This design comes from an exercise in tuning for small area and a short achievable clock period on the open sky130 flow, not from production work.
At most, simulation tests tie the RTL to the original design; equivalence was not proved.
Only the layout flow was run in run 3; the RTL was not checked for function there.

==> flow/design.v (outline; a module is shown in full before it is edited, if it fits) <==
// module thumb: 451 lines
// module thumb_mul: 1348 lines
module thumb (read_instruction_n, instruction_address,
              instruction, read_data_n, write_data_n,
              data_address, data_in, data_out, reset_n, clk);
  // ...
==> flow/run.sh <==
#!/bin/bash
# synth_recipe.tcl (not shown) runs the flow's synth.tcl, then flattens the netlist and writes it again
# the make line also repeats each setting of config.mk as NAME=value (left out here)
make -C /OpenROAD-flow-scripts/flow DESIGN_CONFIG=/design/flow/config.mk WORK_HOME=/design/flow/orfs CLKGATE_MAP_FILE= SYNTH_SCRIPT=/design/flow/synth_recipe.tcl finish
==> flow/config.mk <==
export PLATFORM = sky130hd
export DESIGN_NAME = thumb
export DESIGN_NICKNAME = thumb
export VERILOG_FILES = /design/flow/design.v
export SDC_FILE = /design/flow/constraint.sdc
export NUM_CORES = 4
export LEC_CHECK = 0
export CAP_MARGIN = 40
export CORE_MARGIN = 2
export CORE_UTILIZATION = 30
export GPL_ROUTABILITY_DRIVEN = 1
export PLACE_DENSITY = 0.45
export SLEW_MARGIN = 20
==> flow/constraint.sdc <==
create_clock -name core_clock -period 15.0 [get_ports {clk}]
set_input_delay 3.0000 -clock core_clock [delete_from_list [all_inputs] [get_ports {clk}]]
set_output_delay 3.0000 -clock core_clock [all_outputs]
set_load 0.01 [all_outputs]
==> flow_metrics.py, run 1 <==
metrics = {
    "setup_path": {
        "arrival_ns": 7.54,
        "crit_chain": "buf_4 > nor2b_1 > nand2b_1 > and2_1 > buf_4 > a22oi_1 > o21ai_0 > fa_1 > fa_1 > fa_1 > fa_1 > fa_1 > xor2_1 > xnor2_1 > xnor2_1 > xnor2_1 > xnor2_1 > xnor2_1 > xnor2_1 > o221ai_1 > nand2b_1 > a31oi_1",
    },
    "timing": {
        "finalWorstSetupSlack_ns": 7.980,
        "drv_slew": 0,
        "setup_viol_count_final": 0,
    },
    "final_layout": {
        "sh_seq_area_pct": 25.84,
        "multi_input_area_share_pct": 58.51,
        "fill_cells": 17850,
        "final_util_pct": 33.96,
        "antennaDiodeCount": 14,
        "clkbuf_count": 87,
        "largest_cell_class": "multi-input combinational cells",
    },
    "cts": {
        "ctsRootBufferMaster": "clkbuf_16",
        "cts_resized": 0,
    },
    "detailed_routing": {
        "drtPass1Iterations": 13,
        "wl_per_cell_um": 30.53,
    },
    "die": {
        "fp.dieW_um": 419.8,
        "die_y_um": 419.8,
    },
    "global_route": {
        "grtUsageMet1_pct": 35.95,
        "overflow": 0,
        "grt_use_total_pct": 28.38,
    },
    "run_status": {
        "status": "finished clean",
    },
    "logic_synthesis": {
        "synthSimpleGateAreaFrac_pct": 17.01,
        "yosys.area.top_type": "edfxtp_1",
    },
    "min_path": {
        "hold_path.class": "register to register",
        "min_from": "e_rd[0]$_DFF_P_",
        "min_to": "w_rd[0]$_DFF_P_",
    },
    "placement": {
        "pre_cts_ws_ns": 8.118,
    },
}
==> inputs of run 2 (changes only) <==
--- a/flow/config.mk
+++ b/flow/config.mk
@@ -6,4 +6,5 @@
 export NUM_CORES = 4
 export LEC_CHECK = 0
+export ABC_AREA = 1
 export CAP_MARGIN = 40
 export CORE_MARGIN = 2
==> run 2 against run 1 <==
Effect of this change: still clean; first-iteration DRC count shrank 11%; synthesized cell count is 2.9% higher; final area fell by 7.0%; clock-buffer cell count rose by 16; maximum frequency rose by 6.6%; via count down 4.6%; area after synthesis is 8.5% lower; clock skew up 0.022 ns.
==> flow_metrics.py, run 2 <==
metrics = {
    "global_route": {
        "grt_use_total_pct": 31.78,
        "overflow": 0,
        "grt_antenna_before_repair": 22,
        "grt_pass1_vias": 47050,
        "grt_max_degree": 59,
        "grt_pass1_wl_um": 366700,
    },
    "die": {
        "io_pins": 149,
        "dieArea_sq_mm": 0.1614,
        "die_y_um": 401.7,
        "core_area_sq_mm": 0.1566,
        "start_util_pct": 30.31,
        "num_rows": 145,
        "fp.dieW_um": 401.7,
    },
    "detailed_routing": {
        "ant_nets": 0,
        "first_iter_violations": 6666,
        "vias": 49740,
        "wl_um": 264400,
        "detail_route.vias_per_cell": 5.759,
        "wl_per_cell_um": 30.61,
        "route.detailed.drc": 0,
        "drtPass1Iterations": 8,
    },
    "final_layout": {
        "multi_input_area_sq_mm": 0.02817,
        "areaGrowthSynthToFinish_pct": 14.24,
        "fin_nets": 6868,
        "seqCellArea_sq_mm": 0.01500,
        "final_common_cell": "nand2_1",
        "drive_above_1_share_pct": 6.797,
        "final_cell_mix": "nand2_1 (1,582), inv_1 (761), o21ai_0 (440), nor2_1 (427), o22ai_1 (408)",
        "largest_register_ffs": 256,
        "fill_cells": 16870,
        "top_register": "R",
    },
    "cts": {
        "max-clock-path-buffers": 3,
        "clkLatencyLatePin_ns": 0.72,
        "tritoncts": "done",
        "cts_resized": 0,
        "postCtsSetupBuffers": 0,
        "cts_buffers": 74,
        "ctsRootBufferMaster": "clkbuf_16",
        "hold_buffers": 0,
        "cts.clk_slew.worst_paths_ns": 0.06,
        "clock-sinks": 592,
        "cts_max_level": 3,
    },
    "timing": {
        "setup_tns_ns": 0,
        "hold_violations": 0,
        "rsz0062_at_grt": "no",
        "finalHoldWorstSlack_ns": 0.3240,
        "fmax_ghz": 0.1518,
        "drv_slew": 0,
        "fin_crit_sh_pct": 43.92,
        "period_minus_slack_ns": 6.588,
        "fin_worst_skew_ns": 0.05894,
        "tightest_slew_ns": 0.9672,
        "setup_viol_count_final": 0,
        "relSlewSlack_pct": 35.22,
    },
    "logic_synthesis": {
        "synth_nets": 6810,
        "yosys_most_used_dff": "edfxtp_1",
        "synth-edff-count": 256,
        "yosysSeqAreaShare_pct": 31.60,
        "synthSimpleGateAreaFrac_pct": 22.53,
        "yosys_warnings": 1,
        "synth_top_family_by_area": "simple AND/OR/NAND/NOR gates",
        "synth-xor-area-share_pct": 6.239,
        "synthMuxAreaShare_pct": 0.04219,
        "yosysMostFrequentCell": "nand2_1",
        "syn-cell-area_sq_mm": 0.04745,
        "synth_compound_area_share_pct": 19.34,
        "synth.distinct_cells": 74,
        "avgSynthCellArea_sq_um": 7.349,
        "synth_common_cells": "nand2_1 (1,582), inv_1 (762), o21ai_0 (445), nor2_1 (440), o22ai_1 (408)",
        "syn_inst": 6457,
        "synthArstFlopShare_pct": 19.43,
        "ys_ff_latch": 592,
        "synth-adder-area-share_pct": 10.98,
        "netlist_top_cells_area": "edfxtp_1 (16%), nand2_1 (13%), dfxtp_1 (9.3%)",
        "synth.top_cell.area_share_pct": 16.20,
        "yosys.area.top_type": "edfxtp_1",
    },
    "min_path": {
        "hold_path.class": "register to register",
        "min_to": "w_rd[1]$_DFF_P_",
        "min_from": "e_rd[1]$_DFF_P_",
        "hold_depth": 0,
    },
    "flow_run": {
        "maxCapViolCount": 0,
    },
    "setup_path": {
        "worstReg2RegStart": "opB[3]$_DFF_P_",
        "reg2reg_slack_ns": 8.41,
        "slowest_delay_ns": 0.65,
        "crit_chain": "clkinv_1 > buf_4 > nand2_1 > inv_1 > o21ai_2 > buf_4 > o22ai_1 > xor2_1 > fa_1 > fa_1 > fa_1 > fa_1 > fa_1 > inv_1 > fa_1 > a22oi_1 > o2111ai_1",
        "endpoint_kind": "register",
        "cp_data_required_time_ns": 15.52,
        "cp_num_buf_inv": 5,
        "crit_fanout": 27,
        "arrival_ns": 7.11,
        "cp_top_family": "adder cells",
        "crit_path_start_kind": "register",
        "worstRegToRegCells": 17,
        "cpMostUsedCell": "fa_1",
        "worstReg2RegEnd": "EXR[30]$_DFF_P_",
        "critical_path_class": "register to register",
        "cp_slowest_cell": "dfxtp_2",
    },
    "placement": {
        "dp_hpwl_um": 199500,
        "gp_congestion": 0.9784,
        "portBuffers": 147,
    },
    "run_status": {
        "status": "finished clean",
    },
}
## run 2: changes by cell type after synthesis, sizes merged, moves of 64 or more
cell    previous run  this run
xor2             105       292
nand2            822      1595
o22ai            128       408
a22oi            152        44
mux2i            121         2
maj3             131         0
a222oi           185         0
inv              113       799
o21ai            615       469
nand3            103       260
clkbuf           536       246
a21oi            430       322
xnor2            137        46
nand2b            64         0
## run 2: metrics by stage
| step | instance area (sq um) | cells | utilization, % | setup slack [ns] |
|---|---|---|---|---|
| after floorplan | 47450 | 6457 | - | 9.694 |
| after global placement | 51330 | 8476 | 32.78 | 8.487 |
| after detailed placement | 51500 | 8490 | 32.89 | 8.525 |
| after CTS | 54120 | 8627 | 34.57 | 8.500 |
| after global routing | 54200 | 8634 | 34.62 | 8.030 |
| final | 54210 | 8637 | 34.62 | 8.412 |
## run 2: layout make-up
class	count	share of cell area, %
clock inverter	34	0.9394
timing repair buffer	306	5.073
sequential	592	27.68
inverter	819	5.680
multi-input combinational	4722	51.97
clock buffer	103	3.898
antenna	3	0.01385
tap	2058	4.750
## run 2: logic make-up (layout without fill, tap and decap cells)
kind of cell / count (synthesis) / after routing
AND/OR/NAND/NOR: 2548 / 2548
AO/OA/AOI/OAI: 1530 / 1530
buffers and inverters: 1143 / 1262
flip-flops: 592 / 592
XOR/XNOR: 338 / 338
adder cells (fa/ha/maj): 303 / 303
multiplexers: 2 / 2
other: 1 / 4
## run 2: how the worst max path moves through the flow
stage	endpoint	slack (ns)	start	cells after the start
floorplan	EXR[30]$_DFF_P_	9.69	opB[3]$_DFF_P_	17
global placement	N_Flag$_DFF_PN0_	8.49	opB[3]$_DFF_P_	24
detailed placement	EXR[30]$_DFF_P_	8.53	opB[3]$_DFF_P_	17
CTS	EXR[30]$_DFF_P_	8.50	opB[3]$_DFF_P_	17
global route	N_Flag$_DFF_PN0_	8.03	opB[3]$_DFF_P_	24
finish	EXR[30]$_DFF_P_	8.41	opB[3]$_DFF_P_	17
## run 2: layer usage
layer | GRT usage [%] | vias to the layer above | wire length, um
met4 | 15.21 | 10 | 14010
met3 | 7.130 | 540 | 27520
li1 | - | 21830 | -
met5 | 0 | - | 73
met2 | 47.59 | 3007 | 112900
met1 | 43.17 | 24350 | 109800
==> module thumb, before the edit <==
module thumb (read_instruction_n, instruction_address,
              instruction, read_data_n, write_data_n,
              data_address, data_in, data_out, reset_n, clk);
  output read_instruction_n;
  output [31:0] instruction_address;
  input [15:0] instruction;
  output read_data_n;
  output write_data_n;
  output [31:0] data_address;
  input [31:0] data_in;
  output [31:0] data_out;
  input reset_n;
  input clk;
  reg read_data_n, write_data_n;
  reg [31:0] PC, SP, LR;
  reg [31:0] R [0:7];
  reg [7:0] rvalid;           
  reg N_Flag, Z_Flag, C_Flag, V_Flag;
  reg n_mul, z_exr, z_mul;    
  reg [15:0] IF_IR;
  reg if_bub;                 
  reg branch_taken;
  reg [31:0] opA, opB, opS;
  reg e_a32, e_b32, e_cin1, e_cinc;
  reg e_radd, e_rlog, e_rshr, e_rshl, e_rmul;
  reg [3:0] e_tt;
  reg e_fill;
  reg e_fN, e_fZ, e_fC, e_fV;
  reg e_lsr0, e_zpre, e_rorc;
  reg e_wb, e_ld, e_st;
  reg [2:0] e_rd;
  reg [2:0] e_ldt;            
  reg e_spwe, e_lrwe, e_lror1, e_br, e_bc;
  reg [3:0] e_cond;
  reg [31:0] EXR, DR;
  reg w_we, w_ld, w_mul;
  reg [2:0] w_rd;
  reg [2:0] w_ldt;
  assign read_instruction_n = 1'b0;
  assign instruction_address = PC;
  assign data_address = EXR;
  assign data_out = DR;
  integer i;
  wire ldb = w_ldt[0], ldh = w_ldt[1], lds = w_ldt[2];
  wire [31:0] wb_data;
  wire [31:0] P = EXR + DR;
  wire [31:0] wr = w_mul ? P : EXR;
  assign wb_data[7:0] = w_ld ? data_in[7:0] : wr[7:0];
  assign wb_data[15:8] = w_ld ? (ldb ? {8{lds & data_in[7]}} : data_in[15:8])
                              : wr[15:8];
  assign wb_data[31:16] = w_ld ? (ldb ? {16{lds & data_in[7]}} :
                                  ldh ? {16{lds & data_in[15]}} :
                                  data_in[31:16]) : wr[31:16];
  wire exv = ~branch_taken;
  wire cin = e_cinc ? C_Flag : e_cin1;
  wire [32:0] S = {e_a32, opA} + {e_b32, opB} + {32'b0, cin};
  wire [31:0] L;
  genvar g;
  generate for (g = 0; g < 32; g = g + 1) begin : lg
    assign L[g] = e_tt[{opA[g], opB[g]}];
  end endgenerate
  wire [32:0] sh0 = {opA, 1'b0};
  wire [32:0] sh1 = opB[0] ? {e_fill, sh0[32:1]} : sh0;
  wire [32:0] sh2 = opB[1] ? {{2{e_fill}}, sh1[32:2]} : sh1;
  wire [32:0] sh3 = opB[2] ? {{4{e_fill}}, sh2[32:4]} : sh2;
  wire [32:0] sh4 = opB[3] ? {{8{e_fill}}, sh3[32:8]} : sh3;
  wire [32:0] sh5 = opB[4] ? {{16{e_fill}}, sh4[32:16]} : sh4;
  wire [32:0] sh6 = opB[5] ? {{32{e_fill}}, sh5[32]} : sh5;
  wire [31:0] SH = sh6[32:1];
  wire shc = sh6[0];
  wire [31:0] SHL;
  generate for (g = 0; g < 32; g = g + 1) begin : rv
    assign SHL[g] = SH[31-g];
  end endgenerate
  wire [31:0] ms, mc;
  thumb_mul mul (.a(opA), .b(opB), .s(ms), .c(mc));
  wire [31:0] res = ({32{e_radd}} & S[31:0]) | ({32{e_rlog}} & L) |
                    ({32{e_rshr}} & SH) | ({32{e_rshl}} & SHL) |
                    ({32{e_rmul}} & ms);
  wire Nn = e_lsr0 ? shc : res[31];
  wire N_eff = n_mul ? P[31] : N_Flag;
  wire Z_eff = z_exr ? (EXR == 32'b0) : (z_mul ? (P == 32'b0) : Z_Flag);
  wire Cn = e_radd ? S[32] : (e_rorc ? opA[31] : shc);
  wire Vn = S[32] ^ S[31];
  reg cpass;
  always @* begin
    case (e_cond)
      4'b0000: cpass = Z_eff;
      4'b0001: cpass = ~Z_eff;
      4'b0010: cpass = C_Flag;
      4'b0011: cpass = ~C_Flag;
      4'b0100: cpass = N_eff;
      4'b0101: cpass = ~N_eff;
      4'b0110: cpass = V_Flag;
      4'b0111: cpass = ~V_Flag;
      4'b1000: cpass = C_Flag & ~Z_eff;
      4'b1001: cpass = ~C_Flag & Z_eff;
      4'b1010: cpass = (N_eff == V_Flag);
      4'b1011: cpass = (N_eff != V_Flag);
      4'b1100: cpass = ~Z_eff & (N_eff == V_Flag);
      4'b1101: cpass = Z_eff & (N_eff != V_Flag);
      default: cpass = 1'b1;
    endcase
  end
  wire sp_we = exv & e_spwe;
  wire lr_we = exv & e_lrwe;
  wire [31:0] SP_next = sp_we ? S[31:0] : SP;
  wire [31:0] LR_next = lr_we ? {S[31:1], S[0] | e_lror1} : LR;
  wire [15:0] ir = IF_IR;
  wire idv = ~if_bub & ~branch_taken;
  reg [2:0] found;
  always @* begin
    found = 3'd0;
    for (i = 0; i < 8; i = i + 1)
      if (ir[i]) found = i;
  end
  wire f_dp = (ir[15:10] == 6'b010000);
  wire f_i8 = (ir[15:13] == 3'b001);
  wire [2:0] ix = f_i8 ? ir[10:8] : (f_dp ? ir[2:0] : ir[5:3]);
  wire [2:0] iy = f_dp ? ir[5:3] : ir[8:6];
  wire is_push = (ir[15:8] == 8'b10110100);
  wire is_pop = (ir[15:8] == 8'b10111100);
  wire [2:0] iz = is_push ? found : ((ir[15:12] == 4'b1001) ? ir[10:8] : ir[2:0]);
  function [31:0] rread;
    input [2:0] idx;
    input [255:0] rf;
    input [7:0] vld;
    integer k;
    reg [7:0] sel;
    begin
      sel = 8'b0;
      sel[idx] = 1'b1;
      sel = sel & vld;
      rread = {32{~|sel}};
      for (k = 0; k < 8; k = k + 1)
        rread = rread | ({32{sel[k]}} & rf[32*k +: 32]);
    end
  endfunction
  wire [255:0] rflat = {R[7], R[6], R[5], R[4], R[3], R[2], R[1], R[0]};
  wire [31:0] X = rread(ix, rflat, rvalid);
  wire [31:0] Y = rread(iy, rflat, rvalid);
  wire [31:0] Zr = rread(iz, rflat, rvalid);
  wire fwd = is_push & w_we & (w_rd == found);
  wire [31:0] Zv = fwd ? wb_data : Zr;
  wire [31:0] Xrev;
  generate for (g = 0; g < 32; g = g + 1) begin : xr
    assign Xrev[g] = X[31-g];
  end endgenerate
  wire [31:0] pc2 = PC + 32'd2;
  reg [2:0] asel;      
  reg [1:0] bsel;      
  reg [3:0] ksel;      
  reg binv;
  reg a32, b32, cin1, cinc;
  reg radd, rlog, rshr, rshl, rmul;
  reg [3:0] tt;
  reg fill_s;          
  reg fN, fZ, fC, fV;
  reg lsr0, rorc;
  reg wb, ld, st;
  reg [2:0] rd, ldt;
  reg spwe, lrwe, lror1, br, bc;
  reg [1:0] amode;     
  reg ror;
  wire [7:0] rs8 = Y[7:0];
  wire [4:0] imm5 = ir[10:6];
  reg [5:0] amt;
  always @* begin
    case (amode)
      2'd0: amt = {1'b0, imm5};
      2'd1: amt = (imm5 == 5'd0) ? 6'd32 : {1'b0, imm5};
      2'd2: amt = (rs8 > 8'd32) ? 6'd33 : rs8[5:0];
      default: amt = ror ? {1'b0, rs8[4:0]} :
                     ((rs8 >= 8'd32) ? 6'd32 : {1'b0, rs8[4:0]});
    endcase
  end
  always @* begin
    asel = 3'd0; bsel = 2'd0; ksel = 4'd0; binv = 1'b0;
    a32 = 1'b0; b32 = 1'b0; cin1 = 1'b0; cinc = 1'b0;
    radd = 1'b0; rlog = 1'b0; rshr = 1'b0; rshl = 1'b0; rmul = 1'b0;
    tt = 4'b0000; fill_s = 1'b0;
    fN = 1'b0; fZ = 1'b0; fC = 1'b0; fV = 1'b0;
    lsr0 = 1'b0; rorc = 1'b0;
    wb = 1'b0; ld = 1'b0; st = 1'b0; rd = ir[2:0]; ldt = 3'b000;
    spwe = 1'b0; lrwe = 1'b0; lror1 = 1'b0; br = 1'b0; bc = 1'b0;
    amode = 2'd0; ror = 1'b0;
    case (ir[15:13])
      3'b000: begin
        if (ir[12:11] == 2'b11) begin     
          radd = 1'b1; wb = 1'b1; fN = 1'b1; fZ = 1'b1;
          bsel = ir[10] ? 2'd2 : 2'd0;    
          ksel = 4'd0;
          binv = ir[9]; b32 = ir[9]; cin1 = ir[9];
          if (ir[10] == 1'b0 || ir[9] == 1'b1 || ir[8:6] != 3'b000) begin
            fC = 1'b1; fV = 1'b1;
          end
        end
        else begin                        
          wb = 1'b1; fN = 1'b1; fZ = 1'b1; fC = 1'b1;
          bsel = 2'd3;
          case (ir[12:11])
            2'b00: begin asel = 3'd1; rshl = 1'b1; amode = 2'd0; end
            2'b01: begin rshr = 1'b1; amode = 2'd1; lsr0 = (imm5 == 5'd0); end
            default: begin rshr = 1'b1; amode = 2'd1; fill_s = 1'b1; end
          endcase
        end
      end
      3'b001: begin                       
        rd = ir[10:8]; fN = 1'b1; fZ = 1'b1;
        bsel = 2'd2; ksel = 4'd1;
        case (ir[12:11])
          2'b00: begin rlog = 1'b1; tt = 4'b1010; wb = 1'b1; end        
          2'b01: begin radd = 1'b1; binv = 1'b1; b32 = 1'b1; cin1 = 1'b1;
                       fC = 1'b1; fV = 1'b1; end                          
          2'b10: begin radd = 1'b1; wb = 1'b1; fC = 1'b1; fV = 1'b1; end  
          default: begin radd = 1'b1; binv = 1'b1; b32 = 1'b1; cin1 = 1'b1;
                       wb = 1'b1; fC = 1'b1; fV = 1'b1; end               
        endcase
      end
      3'b010: begin
        if (ir[12:10] == 3'b000) begin    
          fN = 1'b1; fZ = 1'b1;
          case (ir[9:6])
            4'h0: begin rlog = 1'b1; tt = 4'b1000; wb = 1'b1; end   
            4'h1: begin rlog = 1'b1; tt = 4'b0110; wb = 1'b1; end   
            4'h2: begin asel = 3'd1; bsel = 2'd3; amode = 2'd2; rshl = 1'b1;
                        fC = 1'b1; wb = 1'b1; end                   
            4'h3: begin bsel = 2'd3; amode = 2'd2; rshr = 1'b1;
                        fC = 1'b1; wb = 1'b1; end                   
            4'h4: begin bsel = 2'd3; amode = 2'd3; rshr = 1'b1; fill_s = 1'b1;
                        fC = 1'b1; wb = 1'b1; end                   
            4'h5: begin radd = 1'b1; cinc = 1'b1; fC = 1'b1; fV = 1'b1;
                        wb = 1'b1; end                              
            4'h6: begin radd = 1'b1; bsel = 2'd1; cinc = 1'b1; b32 = |Y[31:1];
                        fC = 1'b1; fV = 1'b1; wb = 1'b1; end       
            4'h7: begin bsel = 2'd3; amode = 2'd3; ror = 1'b1; rshr = 1'b1;
                        fC = (rs8 != 8'd0); rorc = (rs8[4:0] == 5'd0);
                        wb = 1'b1; end                              
            4'h8: begin rlog = 1'b1; tt = 4'b1000; end              
            4'h9: begin radd = 1'b1; asel = 3'd7; binv = 1'b1; b32 = ~Y[31];
                        cin1 = 1'b1; fC = 1'b1; fV = 1'b1; wb = 1'b1; end  
            4'hA: begin radd = 1'b1; binv = 1'b1; b32 = 1'b1; cin1 = 1'b1;
                        fC = 1'b1; fV = 1'b1; end                   
            4'hB: begin radd = 1'b1; fC = 1'b1; fV = 1'b1; end      
            4'hC: begin rlog = 1'b1; tt = 4'b1110; end             
            4'hD: begin rmul = 1'b1; wb = 1'b1; end                 
            4'hE: begin rlog = 1'b1; tt = 4'b0100; wb = 1'b1; end   
            default: begin rlog = 1'b1; tt = 4'b0101; wb = 1'b1; end  
          endcase
        end
        else if (ir[12:11] == 2'b01) begin    
          asel = 3'd3; bsel = 2'd2; ksel = 4'd5; radd = 1'b1;
          ld = 1'b1; wb = 1'b1; rd = ir[10:8];
        end
        else if (ir[12] == 1'b1) begin        
          radd = 1'b1;
          case (ir[11:9])
            3'b000: st = 1'b1;
            3'b001: st = 1'b1;
            3'b010: st = 1'b1;
            3'b011: begin ld = 1'b1; ldt = 3'b101; end
            3'b100: begin ld = 1'b1; ldt = 3'b000; end
            3'b101: begin ld = 1'b1; ldt = 3'b010; end
            3'b110: begin ld = 1'b1; ldt = 3'b001; end
            default: begin ld = 1'b1; ldt = 3'b110; end
          endcase
          wb = ld;
        end
      end
      3'b011: begin                       
        radd = 1'b1; bsel = 2'd2;
        ksel = ir[12] ? 4'd3 : 4'd2;      
        ld = ir[11]; st = ~ir[11]; wb = ir[11];
        ldt = ir[12] ? 3'b001 : 3'b000;
      end
      3'b100: begin
        radd = 1'b1; bsel = 2'd2;
        ld = ir[11]; st = ~ir[11]; wb = ir[11];
        if (ir[12] == 1'b0) begin         
          ksel = 4'd4; ldt = 3'b010;
        end
        else begin                        
          asel = 3'd5; ksel = 4'd5; rd = ir[10:8];
        end
      end
      3'b101: begin
        if (ir[12] == 1'b0) begin         
          radd = 1'b1; bsel = 2'd2; ksel = 4'd5; wb = 1'b1; rd = ir[10:8];
          asel = ir[11] ? 3'd5 : 3'd3;
        end
        else if (ir[11:8] == 4'b0000) begin   
          radd = 1'b1; bsel = 2'd2; ksel = 4'd6; asel = 3'd5; spwe = 1'b1;
          binv = ir[7]; cin1 = ir[7];
        end
        else if (ir[11:8] == 4'b0100) begin   
          radd = 1'b1; bsel = 2'd2; ksel = 4'd8; asel = 3'd5; spwe = 1'b1;
          st = 1'b1;
        end
        else if (ir[11:8] == 4'b1100) begin   
          rlog = 1'b1; tt = 4'b1100; bsel = 2'd2; ksel = 4'd7; asel = 3'd5;
          spwe = 1'b1; ld = 1'b1; wb = 1'b1; rd = found;
        end
      end
      3'b110: begin
        if (ir[12] == 1'b1) begin
          if (ir[11:8] == 4'b1111) begin      
            radd = 1'b1; asel = 3'd2; bsel = 2'd2; ksel = 4'd13; br = 1'b1;
          end
          else if (ir[11:8] != 4'b1110) begin  
            radd = 1'b1; asel = 3'd4; bsel = 2'd2; ksel = 4'd9; bc = 1'b1;
          end
        end
      end
      default: begin
        case (ir[12:11])
          2'b00: begin radd = 1'b1; asel = 3'd4; bsel = 2'd2; ksel = 4'd10;
                       br = 1'b1; end           
          2'b10: begin radd = 1'b1; asel = 3'd2; bsel = 2'd2; ksel = 4'd11;
                       lrwe = 1'b1; end         
          2'b11: begin radd = 1'b1; asel = 3'd6; bsel = 2'd2; ksel = 4'd12;
                       lrwe = 1'b1; lror1 = 1'b1; br = 1'b1; end   
          default: ;
        endcase
      end
    endcase
  end
  reg [31:0] K;
  always @* begin
    case (ksel)
      4'd0: K = {29'b0, ir[8:6]};
      4'd1: K = {24'b0, ir[7:0]};
      4'd2: K = {25'b0, ir[10:6], 2'b0};
      4'd3: K = {27'b0, ir[10:6]};
      4'd4: K = {26'b0, ir[10:6], 1'b0};
      4'd5: K = {22'b0, ir[7:0], 2'b0};
      4'd6: K = {23'b0, ir[6:0], 2'b0};
      4'd7: K = 32'd4;
      4'd8: K = 32'hfffffffc;
      4'd9: K = {{23{ir[7]}}, ir[7:0], 1'b0};
      4'd10: K = {{20{ir[10]}}, ir[10:0], 1'b0};
      4'd11: K = {{9{ir[10]}}, ir[10:0], 12'b0};
      4'd12: K = {20'b0, ir[10:0], 1'b0};
      default: K = 32'hfffffffe;
    endcase
  end
  reg [31:0] A_d, B_d;
  wire [31:0] nY2 = ~Y + 32'd2;
  always @* begin
    case (asel)
      3'd0: A_d = X;
      3'd1: A_d = Xrev;
      3'd2: A_d = PC;
      3'd3: A_d = {PC[31:2], 2'b00};
      3'd4: A_d = pc2;
      3'd5: A_d = SP_next;
      3'd6: A_d = LR_next;
      default: A_d = 32'b0;
    endcase
    case (bsel)
      2'd0: B_d = Y ^ {32{binv}};
      2'd1: B_d = nY2;
      2'd2: B_d = K ^ {32{binv}};
      default: B_d = {26'b0, amt};
    endcase
  end
  always @(posedge clk) begin
    opA <= A_d;
    opB <= B_d;
    opS <= Zv;
    e_a32 <= a32; e_b32 <= b32; e_cin1 <= cin1; e_cinc <= cinc;
    e_radd <= radd; e_rlog <= rlog; e_rshr <= rshr; e_rshl <= rshl;
    e_rmul <= rmul;
    e_tt <= tt;
    e_fill <= fill_s & X[31];
    e_lsr0 <= lsr0; e_zpre <= (X == 32'b0); e_rorc <= rorc;
    e_rd <= rd; e_ldt <= ldt;
    e_cond <= ir[11:8];
    e_lror1 <= lror1;
    e_fN <= idv & fN; e_fZ <= idv & fZ; e_fC <= idv & fC; e_fV <= idv & fV;
    e_wb <= idv & wb; e_ld <= idv & ld; e_st <= idv & st;
    e_spwe <= idv & spwe; e_lrwe <= idv & lrwe;
    e_br <= idv & br; e_bc <= idv & bc;
  end
  always @(negedge reset_n or posedge clk) begin
    if (~reset_n) begin
      PC <= 32'b0;
      if_bub <= 1'b1;
    end
    else begin
      PC <= branch_taken ? EXR : pc2;
      if_bub <= branch_taken;
    end
  end
  always @(posedge clk) IF_IR <= instruction;
  always @(negedge reset_n or posedge clk) begin
    if (~reset_n) begin
      branch_taken <= 1'b0;
      read_data_n <= 1'b1;
      write_data_n <= 1'b1;
      w_we <= 1'b0;
      SP <= 32'b0;
      LR <= 32'b0;
      N_Flag <= 1'b0;
      Z_Flag <= 1'b0;
      n_mul <= 1'b0;
      z_exr <= 1'b0;
      z_mul <= 1'b0;
      C_Flag <= 1'b0;
      V_Flag <= 1'b0;
    end
    else begin
      branch_taken <= exv & (e_br | (e_bc & cpass));
      read_data_n <= ~(exv & e_ld);
      write_data_n <= ~(exv & e_st);
      w_we <= exv & e_wb;
      SP <= SP_next;
      LR <= LR_next;
      if (exv & e_fN) begin
        N_Flag <= Nn; n_mul <= e_rmul;
      end
      else begin
        N_Flag <= N_eff; n_mul <= 1'b0;
      end
      if (exv & e_fZ) begin
        Z_Flag <= e_zpre; z_exr <= ~e_lsr0 & ~e_rmul; z_mul <= e_rmul;
      end
      else begin
        Z_Flag <= Z_eff; z_exr <= 1'b0; z_mul <= 1'b0;
      end
      if (exv & e_fC) C_Flag <= Cn;
      if (exv & e_fV) V_Flag <= Vn;
    end
  end
  always @(posedge clk) begin
    EXR <= res;
    DR <= e_rmul ? mc : opS;
    w_mul <= e_rmul;
    w_rd <= e_rd;
    w_ld <= e_ld;
    w_ldt <= e_ldt;
  end
  always @(negedge reset_n or posedge clk) begin
    if (~reset_n)
      rvalid <= 8'b0;
    else if (w_we)
      rvalid[w_rd] <= 1'b1;
  end
  always @(posedge clk) begin
    if (w_we) R[w_rd] <= wb_data;
  end
endmodule
==> inputs of run 3 (changes only) <==
--- a/flow/design.v
+++ b/flow/design.v
@@ -17,5 +17,4 @@
   reg [7:0] rvalid;           
   reg N_Flag, Z_Flag, C_Flag, V_Flag;
-  reg n_mul, z_exr, z_mul;    
   reg [15:0] IF_IR;
   reg if_bub;                 
@@ -34,5 +33,5 @@
   reg [3:0] e_cond;
   reg [31:0] EXR, DR;
-  reg w_we, w_ld, w_mul;
+  reg w_we, w_ld;
   reg [2:0] w_rd;
   reg [2:0] w_ldt;
@@ -44,12 +43,10 @@
   wire ldb = w_ldt[0], ldh = w_ldt[1], lds = w_ldt[2];
   wire [31:0] wb_data;
-  wire [31:0] P = EXR + DR;
-  wire [31:0] wr = w_mul ? P : EXR;
-  assign wb_data[7:0] = w_ld ? data_in[7:0] : wr[7:0];
+  assign wb_data[7:0] = w_ld ? data_in[7:0] : EXR[7:0];
   assign wb_data[15:8] = w_ld ? (ldb ? {8{lds & data_in[7]}} : data_in[15:8])
-                              : wr[15:8];
+                              : EXR[15:8];
   assign wb_data[31:16] = w_ld ? (ldb ? {16{lds & data_in[7]}} :
                                   ldh ? {16{lds & data_in[15]}} :
-                                  data_in[31:16]) : wr[31:16];
+                                  data_in[31:16]) : EXR[31:16];
   wire exv = ~branch_taken;
   wire cin = e_cinc ? C_Flag : e_cin1;
@@ -75,10 +72,10 @@
   wire [31:0] ms, mc;
   thumb_mul mul (.a(opA), .b(opB), .s(ms), .c(mc));
+  wire [31:0] P = ms + mc;
   wire [31:0] res = ({32{e_radd}} & S[31:0]) | ({32{e_rlog}} & L) |
                     ({32{e_rshr}} & SH) | ({32{e_rshl}} & SHL) |
-                    ({32{e_rmul}} & ms);
+                    ({32{e_rmul}} & P);
   wire Nn = e_lsr0 ? shc : res[31];
-  wire N_eff = n_mul ? P[31] : N_Flag;
-  wire Z_eff = z_exr ? (EXR == 32'b0) : (z_mul ? (P == 32'b0) : Z_Flag);
+  wire Zn = e_lsr0 ? e_zpre : (res == 32'b0);
   wire Cn = e_radd ? S[32] : (e_rorc ? opA[31] : shc);
   wire Vn = S[32] ^ S[31];
@@ -86,18 +83,18 @@
   always @* begin
     case (e_cond)
-      4'b0000: cpass = Z_eff;
-      4'b0001: cpass = ~Z_eff;
+      4'b0000: cpass = Z_Flag;
+      4'b0001: cpass = ~Z_Flag;
       4'b0010: cpass = C_Flag;
       4'b0011: cpass = ~C_Flag;
-      4'b0100: cpass = N_eff;
-      4'b0101: cpass = ~N_eff;
+      4'b0100: cpass = N_Flag;
+      4'b0101: cpass = ~N_Flag;
       4'b0110: cpass = V_Flag;
       4'b0111: cpass = ~V_Flag;
-      4'b1000: cpass = C_Flag & ~Z_eff;
-      4'b1001: cpass = ~C_Flag & Z_eff;
-      4'b1010: cpass = (N_eff == V_Flag);
-      4'b1011: cpass = (N_eff != V_Flag);
-      4'b1100: cpass = ~Z_eff & (N_eff == V_Flag);
-      4'b1101: cpass = Z_eff & (N_eff != V_Flag);
+      4'b1000: cpass = C_Flag & ~Z_Flag;
+      4'b1001: cpass = ~C_Flag & Z_Flag;
+      4'b1010: cpass = (N_Flag == V_Flag);
+      4'b1011: cpass = (N_Flag != V_Flag);
+      4'b1100: cpass = ~Z_Flag & (N_Flag == V_Flag);
+      4'b1101: cpass = Z_Flag & (N_Flag != V_Flag);
       default: cpass = 1'b1;
     endcase
@@ -122,23 +119,7 @@
   wire is_pop = (ir[15:8] == 8'b10111100);
   wire [2:0] iz = is_push ? found : ((ir[15:12] == 4'b1001) ? ir[10:8] : ir[2:0]);
-  function [31:0] rread;
-    input [2:0] idx;
-    input [255:0] rf;
-    input [7:0] vld;
-    integer k;
-    reg [7:0] sel;
-    begin
-      sel = 8'b0;
-      sel[idx] = 1'b1;
-      sel = sel & vld;
-      rread = {32{~|sel}};
-      for (k = 0; k < 8; k = k + 1)
-        rread = rread | ({32{sel[k]}} & rf[32*k +: 32]);
-    end
-  endfunction
-  wire [255:0] rflat = {R[7], R[6], R[5], R[4], R[3], R[2], R[1], R[0]};
-  wire [31:0] X = rread(ix, rflat, rvalid);
-  wire [31:0] Y = rread(iy, rflat, rvalid);
-  wire [31:0] Zr = rread(iz, rflat, rvalid);
+  wire [31:0] X = R[ix] | {32{~rvalid[ix]}};
+  wire [31:0] Y = R[iy] | {32{~rvalid[iy]}};
+  wire [31:0] Zr = R[iz] | {32{~rvalid[iz]}};
   wire fwd = is_push & w_we & (w_rd == found);
   wire [31:0] Zv = fwd ? wb_data : Zr;
@@ -403,7 +384,4 @@
       N_Flag <= 1'b0;
       Z_Flag <= 1'b0;
-      n_mul <= 1'b0;
-      z_exr <= 1'b0;
-      z_mul <= 1'b0;
       C_Flag <= 1'b0;
       V_Flag <= 1'b0;
@@ -416,16 +394,6 @@
       SP <= SP_next;
       LR <= LR_next;
-      if (exv & e_fN) begin
-        N_Flag <= Nn; n_mul <= e_rmul;
-      end
-      else begin
-        N_Flag <= N_eff; n_mul <= 1'b0;
-      end
-      if (exv & e_fZ) begin
-        Z_Flag <= e_zpre; z_exr <= ~e_lsr0 & ~e_rmul; z_mul <= e_rmul;
-      end
-      else begin
-        Z_Flag <= Z_eff; z_exr <= 1'b0; z_mul <= 1'b0;
-      end
+      if (exv & e_fN) N_Flag <= Nn;
+      if (exv & e_fZ) Z_Flag <= Zn;
       if (exv & e_fC) C_Flag <= Cn;
       if (exv & e_fV) V_Flag <= Vn;
@@ -434,6 +402,5 @@
   always @(posedge clk) begin
     EXR <= res;
-    DR <= e_rmul ? mc : opS;
-    w_mul <= e_rmul;
+    DR <= opS;
     w_rd <= e_rd;
     w_ld <= e_ld;
--- a/flow/config.mk
+++ b/flow/config.mk
@@ -6,5 +6,4 @@
 export NUM_CORES = 4
 export LEC_CHECK = 0
-export ABC_AREA = 1
 export CAP_MARGIN = 40
 export CORE_MARGIN = 2
==> run 3 against run 2 <==
Effect of this change: die area up 11%; non-clock buffer count up 73; critical path type unchanged; wire length down 2.8%; synthesized cell count down 7.0%; area after synthesis up 12%; worst setup slack worse by 1.9 ns; register-to-register slack worse by 1.9 ns; via count up 1.2%; clock skew down 0.032 ns; global-route usage down 4.0 points.
==> flow_metrics.py, run 3 <==
metrics = {
    "run_status": {
        "status": "finished clean",
    },
    "global_route": {
        "grt_max_degree": 81,
        "grt_pass1_wl_um": 365800,
        "grt_antenna_before_repair": 16,
        "grt_use_total_pct": 27.79,
        "overflow": 0,
        "grt_pass1_vias": 48070,
    },
    "logic_synthesis": {
        "synth_common_cells": "nand2_1 (653), o21ai_0 (465), nor2_1 (447), clkbuf_1 (443), a21oi_1 (398)",
        "yosys_most_used_dff": "edfxtp_1",
        "avgSynthCellArea_sq_um": 8.808,
        "synth_nets": 6351,
        "syn_inst": 6008,
        "netlist_top_cells_area": "edfxtp_1 (15%), mux4_2 (9.3%), dfxtp_1 (8.3%)",
        "yosys.area.top_type": "edfxtp_1",
        "synth.top_cell.area_share_pct": 14.53,
        "yosysSeqAreaShare_pct": 28.20,
        "ys_ff_latch": 589,
        "synth-edff-count": 256,
        "yosys_warnings": 1,
        "syn-cell-area_sq_mm": 0.05292,
        "synth.distinct_cells": 111,
        "yosysMostFrequentCell": "nand2_1",
        "synthArstFlopShare_pct": 19.19,
    },
    "cts": {
        "tritoncts": "done",
        "clock-sinks": 589,
        "max-clock-path-buffers": 3,
        "cts_max_level": 3,
        "clkLatencyLatePin_ns": 0.66,
        "cts_buffers": 73,
        "cts_resized": 0,
        "postCtsSetupBuffers": 0,
        "ctsRootBufferMaster": "clkbuf_16",
        "hold_buffers": 0,
        "cts.clk_slew.worst_paths_ns": 0.07,
    },
    "timing": {
        "relSlewSlack_pct": 33.86,
        "fmax_ghz": 0.1176,
        "drv_slew": 0,
        "rsz0062_at_grt": "no",
        "hold_violations": 0,
        "setup_viol_count_final": 0,
        "finalHoldWorstSlack_ns": 0.3235,
        "setup_tns_ns": 0,
        "fin_worst_skew_ns": 0.02706,
        "fin_crit_sh_pct": 56.67,
        "period_minus_slack_ns": 8.500,
        "tightest_slew_ns": 0.9818,
    },
    "setup_path": {
        "reg2reg_slack_ns": 6.50,
        "worstRegToRegCells": 26,
        "arrival_ns": 9.07,
        "crit_fanout": 78,
        "worstReg2RegStart": "opB[5]$_DFF_P_",
        "worstReg2RegEnd": "Z_Flag$_DFFE_PN0P_",
        "cp_data_required_time_ns": 15.57,
        "critical_path_class": "register to register",
        "crit_path_start_kind": "register",
        "endpoint_kind": "register",
    },
    "min_path": {
        "min_from": "opS[26]$_DFF_P_",
        "hold_depth": 0,
        "hold_path.class": "register to register",
        "min_to": "DR[26]$_DFF_P_",
    },
    "final_layout": {
        "areaGrowthSynthToFinish_pct": 12.87,
        "largest_register_ffs": 256,
        "final_common_cell": "nand2_1",
        "fin_nets": 6203,
        "final_cell_mix": "nand2_1 (651), o21ai_0 (464), nor2_1 (434), a21oi_1 (396), inv_1 (286)",
        "drive_above_1_share_pct": 13.04,
        "top_register": "R",
    },
    "detailed_routing": {
        "vias": 50320,
        "ant_nets": 0,
        "detail_route.vias_per_cell": 6.086,
        "route.detailed.drc": 0,
        "first_iter_violations": 5956,
        "drtPass1Iterations": 8,
        "wl_per_cell_um": 31.08,
        "wl_um": 257000,
    },
    "placement": {
        "gp_congestion": 0.9965,
        "portBuffers": 147,
        "dp_hpwl_um": 184500,
    },
    "die": {
        "dieArea_sq_mm": 0.1798,
        "die_y_um": 424.0,
        "io_pins": 149,
        "core_area_sq_mm": 0.1757,
        "start_util_pct": 30.11,
        "fp.dieW_um": 424.0,
        "num_rows": 154,
    },
    "flow_run": {
        "maxCapViolCount": 0,
    },
}
-- run 3: cell count changes in the layout (fill, tap and decap cells not counted), sizes merged, moves of 78 or more --
cell | previous run | this run
a211oi | 14 | 168
a21oi | 322 | 400
a22oi | 44 | 157
inv | 800 | 298
mux2i | 2 | 140
mux4 | 0 | 218
nand2 | 1595 | 653
nand3 | 260 | 141
o22ai | 408 | 128
xnor2 | 46 | 133
xor2 | 292 | 93
-- run 3: worst max path at each step --
| stage | from | to | slack, ns | depth (start not counted) |
|---|---|---|---|---|
| detailed placement | opB[5]$_DFF_P_ | Z_Flag$_DFFE_PN0P_ | 6.64 | 26 |
| floorplan | opB[1]$_DFF_P_ | Z_Flag$_DFFE_PN0P_ | 7.00 | 31 |
| finish | opB[5]$_DFF_P_ | Z_Flag$_DFFE_PN0P_ | 6.50 | 26 |
| global placement | opB[5]$_DFF_P_ | Z_Flag$_DFFE_PN0P_ | 6.75 | 26 |
| global route | opB[5]$_DFF_P_ | Z_Flag$_DFFE_PN0P_ | 5.91 | 26 |
| CTS | opB[5]$_DFF_P_ | Z_Flag$_DFFE_PN0P_ | 6.66 | 26 |
-- run 3: stage by stage --
stage | cells | cell area (sq um) | utilization (%) | setup WS [ns]
2_1_floorplan | 6008 | 52920 | - | 7.003
3_3_place_gp | 8085 | 56610 | 32.21 | 6.748
3_5_place_dp | 8117 | 56950 | 32.41 | 6.642
4_1_cts | 8253 | 59590 | 33.91 | 6.656
5_1_grt | 8262 | 59720 | 33.98 | 5.915
6_report | 8267 | 59730 | 33.99 | 6.500
-- run 3: cell type report --
cell class                      instances  area [sq um]
Antenna cell                            6         15.01
Tap cell                             2340          2928
Inverter                              294          1104
Sequential cell                       589         14970
Multi-Input combinational cell       4523         34700
Timing Repair Buffer                  379          3367
Clock inverter                         33         454.2
Fill cell                           18210        116000
Clock buffer                          103          2190
-- run 3: critical path: stages, from the launching register on --
cell       delay (ns)
dfxtp_4          0.45
buf_4            0.54
buf_4            0.67
or3_1            0.21
o211ai_1         0.08
o21ai_0          0.11
o21ai_0          0.14
fa_1             0.52
inv_1            0.06
fa_1             0.55
fa_1             0.45
fa_1             0.55
inv_1            0.06
fa_1             0.54
inv_1            0.06
ha_1             0.43
a21oi_1          0.33
o21ai_0          0.23
a221oi_1         0.46
inv_1            0.14
o21ai_0          0.36
o2111ai_1        0.20
a2111oi_0        0.41
nand4_1          0.20
nor3_1           0.20
nand4_1          0.18
o31ai_1          0.23
-- run 3: metal layers --
layer,part of all wire [%],wire length (um),global-route usage (%),vias up
met2,47,120500,45.70,2573
met5,0.012,30,0,-
met1,40,101500,35.10,25250
li1,-,-,-,21920
met4,5.7,14730,13.70,4
met3,7.9,20220,4.824,569
-- run 3: kinds of logic (layout without fill, tap and decap cells) --
| family | count (synthesis) | after routing | synth area share [%] |
|---|---|---|---|
| simple gates | 1725 | 1725 | 15.28 |
| other cells | 1 | 7 | 0.007087 |
| fa+ha+maj | 321 | 321 | 10.12 |
| flops | 589 | 589 | 28.20 |
| compound gates | 1824 | 1824 | 22.44 |
| mux | 420 | 420 | 13.29 |
| xor+xnor | 232 | 232 | 3.996 |
| buf+inv | 896 | 809 | 6.663 |

==> separate check: timing with driven ports <==
The results above use ideal ports. As a check the final layouts listed here were re-extracted and re-timed, cells and wires unchanged. Step 1 assumes that a clkbuf_16 drives the clock port and a buf_2 every other input. Step 2, shift: input delay + t, output delay - t, t = (earliest + latest rising clock arrival at the registers) / 2. This alone moves slack from input paths to output paths. a / b / c = ideal / step 1 / step 2; a / b = the first two.
run | shift t [ns] | setup slack, ns | worst data-port slew with drivers (ns)
run 1 | 0.722 | 7.980 / 7.980 / 7.980 | 0.05
run 2 | 0.764 | 8.412 / 8.412 / 8.412 | 0.07
run 3 | 0.718 | 6.500 / 6.500 / 6.500 | 0.09
After both steps every run listed still meets setup and hold.
